Source: an optimization exercise on an open RTL-to-GDS flow (aim: small area). Production flows keep margins and buffers that such runs may drop. In this exercise RTL edits were held to simulation tests only and were not proved equivalent to the original. Power is estimated from default activity; no workload was simulated.

// fpga_debug_top
module fpga_debug_top (
    input  logic clk,
    input  logic i_uart_rx_pin,
    output logic o_uart_tx_pin,
    input  logic rst_n,
    output logic led
);
Size in the first run: ~2700 cells after synthesis, ~2300 flip-flops, ~5 I/O pins, ~50000 µm² of cells after synthesis.
export LEC_CHECK = 0
export CAP_MARGIN = 20
export CORE_MARGIN = 2
export CORE_UTILIZATION = 50
export SLEW_MARGIN = 20
create_clock -name core_clock -period 20.0 [get_ports {clk}]
standard.sh (not shown) runs the stock make flow with config.mk's settings and CLKGATE_MAP_FILE= SYNTH_SCRIPT=/design/flow/synth_recipe.tcl, a recipe that flattens the netlist after the stock synthesis.
==> flow/flow/run.sh <==
#!/bin/bash
set -euo pipefail
export CTS_ARGS="-sink_clustering_enable -repair_clock_nets -dont_use_dummy_load -buf_list sky130_fd_sc_hd__buf_6 -sink_clustering_size 18 -sink_clustering_max_diameter 50"
bash standard.sh > standard_flow.log 2>&1
Then changed:
==> flow/flow/run.sh (replaced) <==
#!/bin/bash
set -euo pipefail
platform_dir="$FLOW_HOME/platforms/$FLOW_PLATFORM"
results="orfs/results/$FLOW_PLATFORM/fpga_debug_top/base"

export CTS_ARGS="-sink_clustering_enable -dont_use_dummy_load -buf_list sky130_fd_sc_hd__inv_6 -sink_clustering_size 20 -sink_clustering_max_diameter 50"
bash standard.sh > standard_flow.log 2>&1

if ! ODB="$results/6_final.odb" PLATFORM_DIR="$platform_dir" \
    openroad -no_init -exit flow/clock_parity.tcl > clock_parity.log 2>&1 ||
  ! grep -q "^ODD_PARITY 0$" clock_parity.log; then
  rm -rf orfs out/final.def
  export CTS_ARGS="-sink_clustering_enable -repair_clock_nets -dont_use_dummy_load -buf_list sky130_fd_sc_hd__buf_6 -sink_clustering_size 18 -sink_clustering_max_diameter 50"
  bash standard.sh > standard_flow_buffer_tree.log 2>&1
fi
==> flow/flow/clock_parity.tcl (new file) <==
# Counts, for every flip-flop, the inverters between its clock pin and the
# clock port, and prints how many flip-flops see an odd number of them.
# Environment: ODB (the layout), PLATFORM_DIR.
read_lef $::env(PLATFORM_DIR)/lef/sky130_fd_sc_hd.tlef
read_lef $::env(PLATFORM_DIR)/lef/sky130_fd_sc_hd_merged.lef
read_db $::env(ODB)
set block [ord::get_db_block]
set odd 0
set total 0
foreach inst [$block getInsts] {
  set master [[$inst getMaster] getName]
  if {![string match "*__df*" $master] && ![string match "*__edf*" $master]} { continue }
  set net [[$inst findITerm CLK] getNet]
  incr total
  set inverters 0
  for {set depth 0} {$depth < 64} {incr depth} {
    set driver ""
    foreach iterm [$net getITerms] {
      if {[$iterm isOutputSignal]} { set driver $iterm }
    }
    if {$driver eq ""} { break }
    set cell [$driver getInst]
    if {[string match "*inv*" [[$cell getMaster] getName]]} { incr inverters }
    set net [[$cell findITerm A] getNet]
  }
  if {$depth >= 64 || $inverters % 2} { incr odd }
}
puts "FLOPS $total"
if {$total == 0} { incr odd }
puts "ODD_PARITY 1"
- CORE_UTILIZATION: 50 -> 60
=> The new run passed the timing, DRC and antenna checks. Worst hold slack gains 0.081 ns. Cell area decreases by 0.62%. Critical path depth stays the same. Maximum frequency is lower by about 0.8%. Sequential power barely changes. Utilization grows by 10 points. Clock power is about the same. Wire length is lower by 3.3%. Global-route usage went up by 1.8 points. Non-clock buffer count decreases by 1. Via count barely changes.
Then changed:
==> flow/flow/run.sh (replaced) <==
#!/bin/bash
set -euo pipefail
export CTS_ARGS="-sink_clustering_enable -dont_use_dummy_load -buf_list sky130_fd_sc_hd__inv_6 -sink_clustering_size 21 -sink_clustering_max_diameter 50"
bash standard.sh > standard_flow.log 2>&1
removed: flow/flow/clock_parity.tcl
After rerunning: The new run went through all stages and came out clean; clock skew grows by 0.0057 ns; cell count stays flat; utilization falls by 0.54 points; critical path depth does not change; synthesized cell count stays the same; area after synthesis stays the same; setup slack improves by 0.31 ns.

---

Setup of run 1:
Starting RTL as in the previous note.
clock: 20.0 ns
lec_check: 0
cap_margin: 20
core_margin: 2
core_utilization: 60
slew_margin: 20
==> flow/flow/run.sh <==
#!/bin/bash
set -euo pipefail
export CTS_ARGS="-sink_clustering_enable -repair_clock_nets -dont_use_dummy_load -buf_list sky130_fd_sc_hd__buf_6 -sink_clustering_size 20 -sink_clustering_max_diameter 42"
bash standard.sh > standard_flow.log 2>&1
Run 1: no failed stages, no open violations at the end
The inputs of run 2 differ from those of run 1 as listed below.
==> flow/flow/run.sh <==
#!/bin/bash
set -euo pipefail
export CTS_ARGS="-sink_clustering_enable -dont_use_dummy_load -buf_list sky130_fd_sc_hd__inv_8 -sink_clustering_size 24 -sink_clustering_max_diameter 50"
bash standard.sh > standard_flow.log 2>&1
Results
The run showing the smaller peak clock frequency supported by timing is run 1.
Routed wire in run 2 totals less than in run 1.
The clock-pin slew on the worst setup and hold paths on run 1 is in line with that on run 2.
Compared with run 1, run 2 is the less power-hungry design.
Compared to run 1, run 2 has worst hold slack 0.021 ns higher.
The via count of run 2 exceeds that of run 1 by 0.65%.
Final cell area excluding filler cells: run 2 vs run 1 — no meaningful difference
Worst setup slack was lower in the run labelled run 1.
Run 2 vs. run 1: worst slew margin relative to its limit saw little to no change, power share of the clock group went down 0.6 points, number of iterations in the first detailed-routing pass went up 1.
The inputs of run 3 differ from those of run 2 as listed below.
==> flow/flow/run.sh <==
#!/bin/bash
set -euo pipefail
platform_dir="$FLOW_HOME/platforms/$FLOW_PLATFORM"
results="orfs/results/$FLOW_PLATFORM/fpga_debug_top/base"

export CTS_ARGS="-sink_clustering_enable -dont_use_dummy_load -buf_list sky130_fd_sc_hd__inv_6 -sink_clustering_size 20 -sink_clustering_max_diameter 50"
bash standard.sh > standard_flow.log 2>&1

if ! ODB="$results/6_final.odb" PLATFORM_DIR="$platform_dir" \
    openroad -no_init -exit flow/clock_parity.tcl > clock_parity.log 2>&1 ||
  ! grep -q "^ODD_PARITY 0$" clock_parity.log; then
  rm -rf orfs out/final.def
  export CTS_ARGS="-sink_clustering_enable -repair_clock_nets -dont_use_dummy_load -buf_list sky130_fd_sc_hd__buf_6 -sink_clustering_size 18 -sink_clustering_max_diameter 50"
  bash standard.sh > standard_flow_buffer_tree.log 2>&1
fi
==> flow/flow/clock_parity.tcl (new file) <==
# Counts, for every flip-flop, the inverters between its clock pin and the
# clock port, and prints how many flip-flops see an odd number of them.
# Environment: ODB (the layout), PLATFORM_DIR.
read_lef $::env(PLATFORM_DIR)/lef/sky130_fd_sc_hd.tlef
read_lef $::env(PLATFORM_DIR)/lef/sky130_fd_sc_hd_merged.lef
read_db $::env(ODB)
set block [ord::get_db_block]
set odd 0
set total 0
foreach inst [$block getInsts] {
  set master [[$inst getMaster] getName]
  if {![string match "*__df*" $master] && ![string match "*__edf*" $master]} { continue }
  set net [[$inst findITerm CLK] getNet]
  incr total
  set inverters 0
  for {set depth 0} {$depth < 64} {incr depth} {
    set driver ""
    foreach iterm [$net getITerms] {
      if {[$iterm isOutputSignal]} { set driver $iterm }
    }
    if {$driver eq ""} { break }
    set cell [$driver getInst]
    if {[string match "*inv*" [[$cell getMaster] getName]]} { incr inverters }
    set net [[$cell findITerm A] getNet]
  }
  if {$depth >= 64 || $inverters % 2} { incr odd }
}
puts "FLOPS $total"
if {$total == 0} { incr odd }
puts "ODD_PARITY $odd"
==> run summary <==
Measured against each other, run 3 and run 2 differ in part of the total power dissipated in the clock network, the higher figure coming from run 2.
Looking only at utilization, and setting everything else aside, the higher value of run 3 and run 2 goes to run 2.
Changes observed in run 3 relative to run 2: final worst setup slack fell 0.059 ns; total via count in the routed design about even.
Run 3 vs run 2: switching power share of the total down
Fmax | run 3 vs run 2 | run 3 slower
Wire length was lower in the run labelled run 2.
Diff run 2 -> run 3: data required time at the worst endpoint was more or less identical; final design instance area without fill went down by 0.66%.

---

Setup of lane 1:
Another version of the RTL of fpga_debug_top (not shown whole).
Size: ~2700 cells after synthesis, roughly 2300 flip-flops, about 50000 um2 of cells after synthesis.
clock: 20.0 ns
lec_check: 0
cap_margin: 20
core_margin: 2
core_utilization: 60
slew_margin: 20
==> flow/flow/run.sh <==
#!/bin/bash
set -euo pipefail
export CTS_ARGS="-sink_clustering_enable -repair_clock_nets -dont_use_dummy_load -buf_list sky130_fd_sc_hd__clkbuf_4 -sink_clustering_size 8 -sink_clustering_max_diameter 30"
bash standard.sh > standard_flow.log 2>&1
#### Input delta (lane 2 over lane 1)
==> flow/flow/run.sh <==
#!/bin/bash
set -euo pipefail
export CTS_ARGS="-sink_clustering_enable -repair_clock_nets -dont_use_dummy_load -buf_list sky130_fd_sc_hd__clkbuf_8 -sink_clustering_size 22 -sink_clustering_max_diameter 50"
bash standard.sh > standard_flow.log 2>&1
==> comparison <==
Lane 2 finished every step from synthesis to the final layout, and the layout passed the timing, DRC and antenna checks. | number of clock buffers in the layout | lane 2 vs lane 1 | 61% lower |. Summary — later-pin clock latency in the skew report, lane 2 relative to lane 1: lower, by 0.30 ns. Reported for lane 1 and lane 2, detailed-placement wirelength estimate turned out identical to the last digit.
Setup changes, lane 2 to lane 3
Settings: CAP_MARGIN now 40, was 20; CORE_UTILIZATION now 40, was 60; SLEW_MARGIN now 40, was 20.
==> flow/run.sh (new file) <==
#!/bin/bash
# synth_recipe.tcl (not shown) runs the flow's synth.tcl, then flattens the netlist and writes it again
# the make line also repeats each setting of config.mk as NAME=value (left out here)
make -C /OpenROAD-flow-scripts/flow DESIGN_CONFIG=/design/flow/config.mk WORK_HOME=/design/flow/orfs CLKGATE_MAP_FILE= SYNTH_SCRIPT=/design/flow/synth_recipe.tcl finish
removed: flow/flow/run.sh
removed: flow/standard.sh
## What came out
Summary of lane 3 over lane 2: setup slack after layout moved down, share of power burned in the clock network rose by 17 points.
Changes observed in lane 3 relative to lane 2: top achievable clock speed decreased 0.54%; number of ordinary and repair buffers in the finished layout increased 2.
Lane 3 vs lane 2, design area went up by about 10%.
Lane 3 consumes more power than lane 2 does.
What lane 4 does differently from lane 3 at the input level:
Settings: SLEW_MARGIN: 40 -> 20; CORE_UTILIZATION: 40 -> 60; CAP_MARGIN: 40 -> 20.
==> flow/flow/run.sh (new file) <==
#!/bin/bash
set -euo pipefail
export CTS_ARGS="-sink_clustering_enable -repair_clock_nets -dont_use_dummy_load -buf_list sky130_fd_sc_hd__clkbuf_8 -sink_clustering_size 16 -sink_clustering_max_diameter 40"
bash standard.sh > standard_flow.log 2>&1
==> flow/standard.sh (new file) <==
#!/bin/bash
# synth_recipe.tcl (not shown) runs the flow's synth.tcl, then flattens the netlist and writes it again
# the make line also repeats each setting of config.mk as NAME=value (left out here)
make -C /OpenROAD-flow-scripts/flow DESIGN_CONFIG=/design/flow/config.mk WORK_HOME=/design/flow/orfs CLKGATE_MAP_FILE= SYNTH_SCRIPT=/design/flow/synth_recipe.tcl "${@:-finish}"
removed: flow/run.sh
Findings:
Summary: with lane 3 as the reference, static power due to leakage in lane 4 moved down by a little under 10%.
Total power of lane 4 falls short of that of lane 3 by more than 10%.
The lower first-pass GRT wire length came out of lane 4.
Compared with lane 3, lane 4 improves design area.
Max global-route usage across lane 3 and lane 4: lane 4

[what the ideal ports hide]
No port has a modelled driver above. Below, the same layouts with a new extraction and two added sets of constraints.
Step 1 assumes that a clkbuf_16 drives the clock port and a buf_2 every other input.
Step 2 adds t to the input delays and takes it off the output delays; t is the mean of the earliest and latest rising clock arrival at the registers after step 1. Input paths then give back, and output paths get back, about the clock's delay inside the block.
a / b / c = ideal / step 1 / step 2; a / b = the first two.
| run | t (ns) | slack for setup (ns) | worst setup path at the end | pins driven straight from the clock port |
|---|---|---|---|---|
| the first run of note 1 | 0.792 | 14.211 / 14.153 / 14.946 | register to output | 1 |
| the second run of note 1 | 0.799 | 14.164 / 14.102 / 14.901 | register to output | 1 |
| the third run of note 1 | 0.532 | 14.475 / 14.407 / 14.939 | register to output | 1 |
| run 1 | 0.791 | 14.237 / 14.178 / 14.969 | register to output | 1 |
| run 2 | 0.509 | 14.511 / 14.437 / 14.946 | register to output | 1 |
| run 3 | 0.542 | 14.453 / 14.384 / 14.926 | register to output | 1 |
| lane 1 | 1.127 | 13.864 / 13.802 / 14.928 | register to output | 1 |
| lane 2 | 0.822 | 14.183 / 14.120 / 14.942 | register to output | 1 |
| lane 3 | 0.809 | 14.152 / 14.087 / 14.897 | register to output | 1 |
| lane 4 | 0.809 | 14.188 / 14.129 / 14.938 | register to output | 1 |
After both steps setup and hold are still met in every run listed.
